This is an optimization exercise on Yosys and OpenROAD, whose aim is small area, not a production implementation.
Only simulation tests tie the RTL to the original design; equivalence was not proved.
The clock port is modelled as an ideal driver, which makes a skipped or thinned clock tree look cheaper than it is; a real chip needs a root buffer or a tree.

## zinc
==> flow/design.v <==
module Scrambler(input clk, input rst, input bit_in, output scramb_bit);
	reg [6:0] st;
	wire [6:0] state = st ^ 7'b0101010;
	wire feedback = state[6] ^ state[3];
	assign scramb_bit = bit_in ^ feedback;
	always @(posedge clk)
	begin
		st[0] <= ~rst & feedback;
		st[1] <= rst | ~st[0];
		st[2] <= ~rst & ~st[1];
		st[3] <= rst | ~st[2];
		st[4] <= ~rst & ~st[3];
		st[5] <= rst | ~st[4];
		st[6] <= rst | ~st[5];       
	end
endmodule
module encoder(input en, input in_bit, input [13:0] hist, output coded);
    wire common = hist[3] ^ hist[4] ^ hist[11] ^ hist[12];
    assign coded = common ^ (en ? (in_bit ^ hist[8] ^ hist[13])
                                : (hist[0] ^ hist[2] ^ hist[5] ^ hist[6] ^ hist[9]));
endmodule
module Interleaver(input clk, input rst, input in_bit, input [1:0] q,
                   input [3:0] b, input valid, output reg out_bit,
                   output [13:0] hist);
    reg [15:0] d0;    
    always @(posedge clk) begin
        d0[0] <= ~rst & in_bit;
        d0[1] <= rst | ~d0[0];
        d0[2] <= ~rst & ~d0[1];
        d0[3] <= rst | ~d0[2];
        d0[4] <= ~rst & ~d0[3];
        d0[5] <= rst | ~d0[4];
        d0[6] <= ~rst & ~d0[5];
        d0[7] <= rst | ~d0[6];
        d0[8] <= ~rst & ~d0[7];
        d0[9] <= rst | ~d0[8];
        d0[10] <= ~rst & ~d0[9];
        d0[11] <= rst | ~d0[10];
        d0[12] <= ~rst & ~d0[11];
        d0[13] <= rst | ~d0[12];
        d0[15:14] <= d0[14:13];
    end
    assign hist = d0[13:0] ^ 14'h2aaa;
    wire sel_s8_1 = (!b[3]);
    reg [7:0] line_s8_1;
    wire out_s8_1 = sel_s8_1 ? d0[15] : line_s8_1[7];
    wire li_s8_1 = sel_s8_1 ? line_s8_1[7] : d0[15];
    always @(posedge clk)
        line_s8_1 <= {line_s8_1[6:0], li_s8_1};
    wire sel_s8_2 = (q == 2'd0 && !b[0] && !b[1] && !b[2]) || (q == 2'd0 && !b[0] && b[1] && b[2]) || (q == 2'd0 && b[0] && b[1] && !b[2]) || (q == 2'd1 && !b[0] && !b[1] && b[2]) || (q == 2'd1 && b[0] && !b[1] && !b[2]) || (q == 2'd1 && b[0] && b[1] && b[2]) || (q == 2'd2 && !b[0] && b[1] && !b[2]) || (q == 2'd2 && b[0] && !b[1] && b[2]);
    reg [7:0] line_s8_2;
    wire out_s8_2 = sel_s8_2 ? out_s8_1 : line_s8_2[7];
    wire li_s8_2 = sel_s8_2 ? line_s8_2[7] : out_s8_1;
    always @(posedge clk)
        line_s8_2 <= {line_s8_2[6:0], li_s8_2};
    wire sel_s4_1 = (!b[2]);
    reg [3:0] line_s4_1;
    wire out_s4_1 = sel_s4_1 ? out_s8_2 : line_s4_1[3];
    wire li_s4_1 = sel_s4_1 ? line_s4_1[3] : out_s8_2;
    always @(posedge clk)
        line_s4_1 <= {line_s4_1[2:0], li_s4_1};
    wire sel_s4_2 = (q == 2'd0 && !b[0] && !b[1]) || (q == 2'd0 && b[0] && b[1]) || (q == 2'd1 && b[0] && !b[1]) || (q == 2'd2 && !b[0] && b[1]);
    reg [3:0] line_s4_2;
    wire out_s4_2 = sel_s4_2 ? out_s4_1 : line_s4_2[3];
    wire li_s4_2 = sel_s4_2 ? line_s4_2[3] : out_s4_1;
    always @(posedge clk)
        line_s4_2 <= {line_s4_2[2:0], li_s4_2};
    wire sel_s2_1 = (!b[1]);
    reg [1:0] line_s2_1;
    wire out_s2_1 = sel_s2_1 ? out_s4_2 : line_s2_1[1];
    wire li_s2_1 = sel_s2_1 ? line_s2_1[1] : out_s4_2;
    always @(posedge clk)
        line_s2_1 <= {line_s2_1[0:0], li_s2_1};
    wire sel_s2_2 = (q == 2'd0 && !b[0]) || (q == 2'd1 && b[0]);
    reg [1:0] line_s2_2;
    wire out_s2_2 = sel_s2_2 ? out_s2_1 : line_s2_2[1];
    wire li_s2_2 = sel_s2_2 ? line_s2_2[1] : out_s2_1;
    always @(posedge clk)
        line_s2_2 <= {line_s2_2[0:0], li_s2_2};
    wire sel_s1_1 = (!b[0]);
    reg line_s1_1;
    wire out_s1_1 = sel_s1_1 ? out_s2_2 : line_s1_1;
    wire li_s1_1 = sel_s1_1 ? line_s1_1 : out_s2_2;
    always @(posedge clk)
        line_s1_1 <= li_s1_1;
    wire sel_s1_2 = (q == 2'd0);
    reg line_s1_2;
    wire out_s1_2 = sel_s1_2 ? out_s1_1 : line_s1_2;
    wire li_s1_2 = sel_s1_2 ? line_s1_2 : out_s1_1;
    always @(posedge clk)
        line_s1_2 <= li_s1_2;
    reg [1:0] d1;
    always @(posedge clk)
        d1 <= {d1[0:0], out_s1_2};
    always @(posedge clk, posedge rst)
        if (rst)
            out_bit <= 1'b0;
        else
            out_bit <= valid & ~d1[1];    
endmodule
module wifi_tx (
    input  wire clk,
    input  wire rst,         
    input  wire data_in,     
    output wire in_ready,
    output wire tx_bit
);
    reg [1:0] q;
    reg [3:0] b;
    reg       valid;         
    always @(posedge clk) begin
        if (rst) begin
            q     <= 2'd0;
            b     <= 4'd0;
            valid <= 1'b0;
        end else begin
            q <= {q[0], ~(q[1] | q[0])};
            b <= {b[3] ^ (b[2] & b[1] & b[0]), b[2] ^ (b[1] & b[0]),
                  b[1] ^ b[0], ~b[0]};
            if (q[1] && b == 4'd15)      
                valid <= 1'b1;
        end
    end
    assign in_ready = ~b[0];
    wire scramb_bit;
    wire coded;
    wire [13:0] hist;
    Scrambler u_scr (
        .clk(clk), .rst(rst),
        .bit_in(data_in), .scramb_bit(scramb_bit)
    );
    encoder u_enc (
        .en(in_ready), .in_bit(scramb_bit), .hist(hist), .coded(coded)
    );
    Interleaver u_int (
        .clk(clk), .rst(rst), .in_bit(coded), .q(q), .b(b),
        .valid(valid), .out_bit(tx_bit), .hist(hist)
    );
endmodule
export LEC_CHECK = 0
export CAP_MARGIN = 20
export CORE_MARGIN = 2
export CORE_UTILIZATION = 40
export SLEW_MARGIN = 20
create_clock -name core_clock -period 5.0 [get_ports {clk}]
standard.sh (not shown) runs the stock make flow with config.mk's settings and CLKGATE_MAP_FILE= SYNTH_SCRIPT=/design/flow/synth_recipe.tcl, a recipe that flattens the netlist after the stock synthesis.
==> flow/flow/run.sh <==
#!/bin/bash
# The standard layout (standard.sh), with three changes:
# - synthesis: the standard flow's synthesis script, but ABC maps the logic for area with
#   area.abc (no buffering or upsizing there) instead of ORFS's ABC script
#   (see abc_hook.tcl);
# - clock tree: two clkbuf_16 driven straight from the clock port, each
#   driving half of the clock pins (cts_single.tcl replaces ORFS's
#   clock_tree_synthesis);
# - ports: buffered with buf_1 rather than the buffer ORFS picks.
# The whole output of the standard flow goes to standard.log here; ORFS's
# per-step logs are under orfs/logs/.
set -euo pipefail
here=$(pwd)
{ head -n 1 synth_recipe.tcl; cat flow/abc_hook.tcl; tail -n +2 synth_recipe.tcl; } > synth_area.tcl
export WIFI_ABC_SCRIPT="$here/flow/area.abc"
export CTS_GROUPS=2
export CTS_CELL=sky130_fd_sc_hd__clkbuf_16
export PRE_CTS_TCL="$here/flow/cts_single.tcl"
export BUFFER_PORTS_ARGS="-buffer_cell sky130_fd_sc_hd__buf_1"
bash standard.sh SYNTH_SCRIPT="$here/synth_area.tcl" finish > "$here/standard.log" 2>&1
==> flow/flow/cts_single.tcl <==
# Sourced by ORFS's cts.tcl just before it runs clock_tree_synthesis: replace
# that command with a flat clock tree. The clock pins are split into
# CTS_GROUPS equal groups by location, and each group gets one buffer of
# type CTS_CELL, driven straight from the clock port and placed at the
# middle of its group (the detailed placement that follows in cts.tcl
# legalises it).
# (This file is sourced inside a proc, hence the global names.)
rename ::clock_tree_synthesis ::orfs_clock_tree_synthesis
proc ::clock_tree_synthesis { args } {
  set cts_groups 2
  set cts_cell sky130_fd_sc_hd__clkbuf_16
  if { [info exists ::env(CTS_GROUPS)] } { set cts_groups $::env(CTS_GROUPS) }
  if { [info exists ::env(CTS_CELL)] } { set cts_cell $::env(CTS_CELL) }
  set block [ord::get_db_block]
  set clk_port [lindex [get_property [lindex [all_clocks] 0] sources] 0]
  set clk_net [$block findNet [get_full_name $clk_port]]
  set master [[ord::get_db] findMaster $cts_cell]

  set sinks {}
  foreach it [$clk_net getITerms] {
    set loc [[$it getInst] getLocation]
    lappend sinks [list $it [lindex $loc 0] [lindex $loc 1]]
  }
  # recursive bisection into cts_groups (a power of two) groups of equal
  # size: split along x, then along y, and so on
  set groups [list $sinks]
  set axis 1
  while { [llength $groups] < $cts_groups } {
    set next {}
    foreach grp $groups {
      set sorted [lsort -integer -index $axis $grp]
      set h [expr {[llength $sorted] / 2}]
      lappend next [lrange $sorted 0 [expr {$h - 1}]] [lrange $sorted $h end]
    }
    set groups $next
    set axis [expr {3 - $axis}]
  }
  set k [llength $groups]
  set assign {}
  set cx {}
  set cy {}
  foreach grp $groups {
    set sx 0; set sy 0
    foreach s $grp {
      set sx [expr {$sx + [lindex $s 1]}]
      set sy [expr {$sy + [lindex $s 2]}]
    }
    lappend cx [expr {$sx / [llength $grp]}]
    lappend cy [expr {$sy / [llength $grp]}]
  }
  set sinks {}
  set g 0
  foreach grp $groups {
    foreach s $grp { lappend sinks $s; lappend assign $g }
    incr g
  }
  for { set g 0 } { $g < $k } { incr g } {
    set buf [odb::dbInst_create $block $master clkbuf_root_$g]
    set net [odb::dbNet_create $block clk_root_$g]
    $net setSigType CLOCK
    set m 0
    foreach s $sinks a $assign {
      if { $a == $g } {
        set it [lindex $s 0]
        $it disconnect
        $it connect $net
        incr m
      }
    }
    [$buf findITerm A] connect $clk_net
    [$buf findITerm X] connect $net
    $buf setLocation [lindex $cx $g] [lindex $cy $g]
    $buf setPlacementStatus PLACED
    puts "cts_single: clkbuf_root_$g ($cts_cell) drives $m clock pins"
  }
  set_propagated_clock [all_clocks]
}
Other scripts of this flow, unchanged in this note and not shown: flow/flow/abc_hook.tcl, flow/flow/area.abc
Here is what was changed in the inputs of lagoon compared with zinc.
-- flow/flow/run.sh --
<<< zinc, line 5
#   (see abc_hook.tcl);
# - clock tree: two clkbuf_16 driven straight from the clock port, each
#   driving half of the clock pins (cts_single.tcl replaces ORFS's
#   clock_tree_synthesis);
>>> lagoon, line 5
#   (see abc_hook.tcl);
# - clock tree: four clkbuf_8 driven straight from the clock port, each
#   driving a quarter of the clock pins (cts_single.tcl replaces ORFS's
#   clock_tree_synthesis);
<<< zinc, line 15
export WIFI_ABC_SCRIPT="$here/flow/area.abc"
export CTS_GROUPS=2
export CTS_CELL=sky130_fd_sc_hd__clkbuf_16
export PRE_CTS_TCL="$here/flow/cts_single.tcl"
>>> lagoon, line 15
export WIFI_ABC_SCRIPT="$here/flow/area.abc"
export CTS_GROUPS=4
export CTS_CELL=sky130_fd_sc_hd__clkbuf_8
export PRE_CTS_TCL="$here/flow/cts_single.tcl"
-- flow/flow/cts_single.tcl --
<<< zinc, line 9
proc ::clock_tree_synthesis { args } {
  set cts_groups 2
  set cts_cell sky130_fd_sc_hd__clkbuf_16
  if { [info exists ::env(CTS_GROUPS)] } { set cts_groups $::env(CTS_GROUPS) }
>>> lagoon, line 9
proc ::clock_tree_synthesis { args } {
  set cts_groups 4
  set cts_cell sky130_fd_sc_hd__clkbuf_8
  if { [info exists ::env(CTS_GROUPS)] } { set cts_groups $::env(CTS_GROUPS) }
==> comparison <==
Fraction of standard cell area in multi-input logic essentially unchanged between lagoon and zinc.
Area added between synthesis and finish was higher in lagoon than in zinc.
The setup slack after layout on zinc is in line with that on lagoon.
In every run of this note, the design's own scripts or RTL, not TritonCTS, make the clock network.

==> re-timing with driven ports <==
The flow's constraints put no driver on any port. The routed layouts listed below were extracted and timed again, unchanged, in two steps.
Step 1, drivers: a clkbuf_16 drives clk and a buf_2 each remaining input, both assumed.
Step 2 adds t to the input delays and takes it off the output delays; t is the mean of the earliest and latest rising clock arrival at the registers after step 1. Input paths then give back, and output paths get back, about the clock's delay inside the block.
Three values: no drivers, after step 1, after step 2; two values: the first two.
run | t, ns | setup slack, ns | latest minus earliest clock arrival (ns) | worst register clock-pin slew, ns | cell pins on the clock port's net
zinc | 0.210 | 1.603 / 1.603 / 1.603 | 0.006 / 0.006 | 0.10 / 0.10 | 2
lagoon | 0.198 | 1.605 / 1.605 / 1.605 | 0.007 / 0.007 | 0.09 / 0.09 | 4
After both steps every run listed still meets setup and hold.
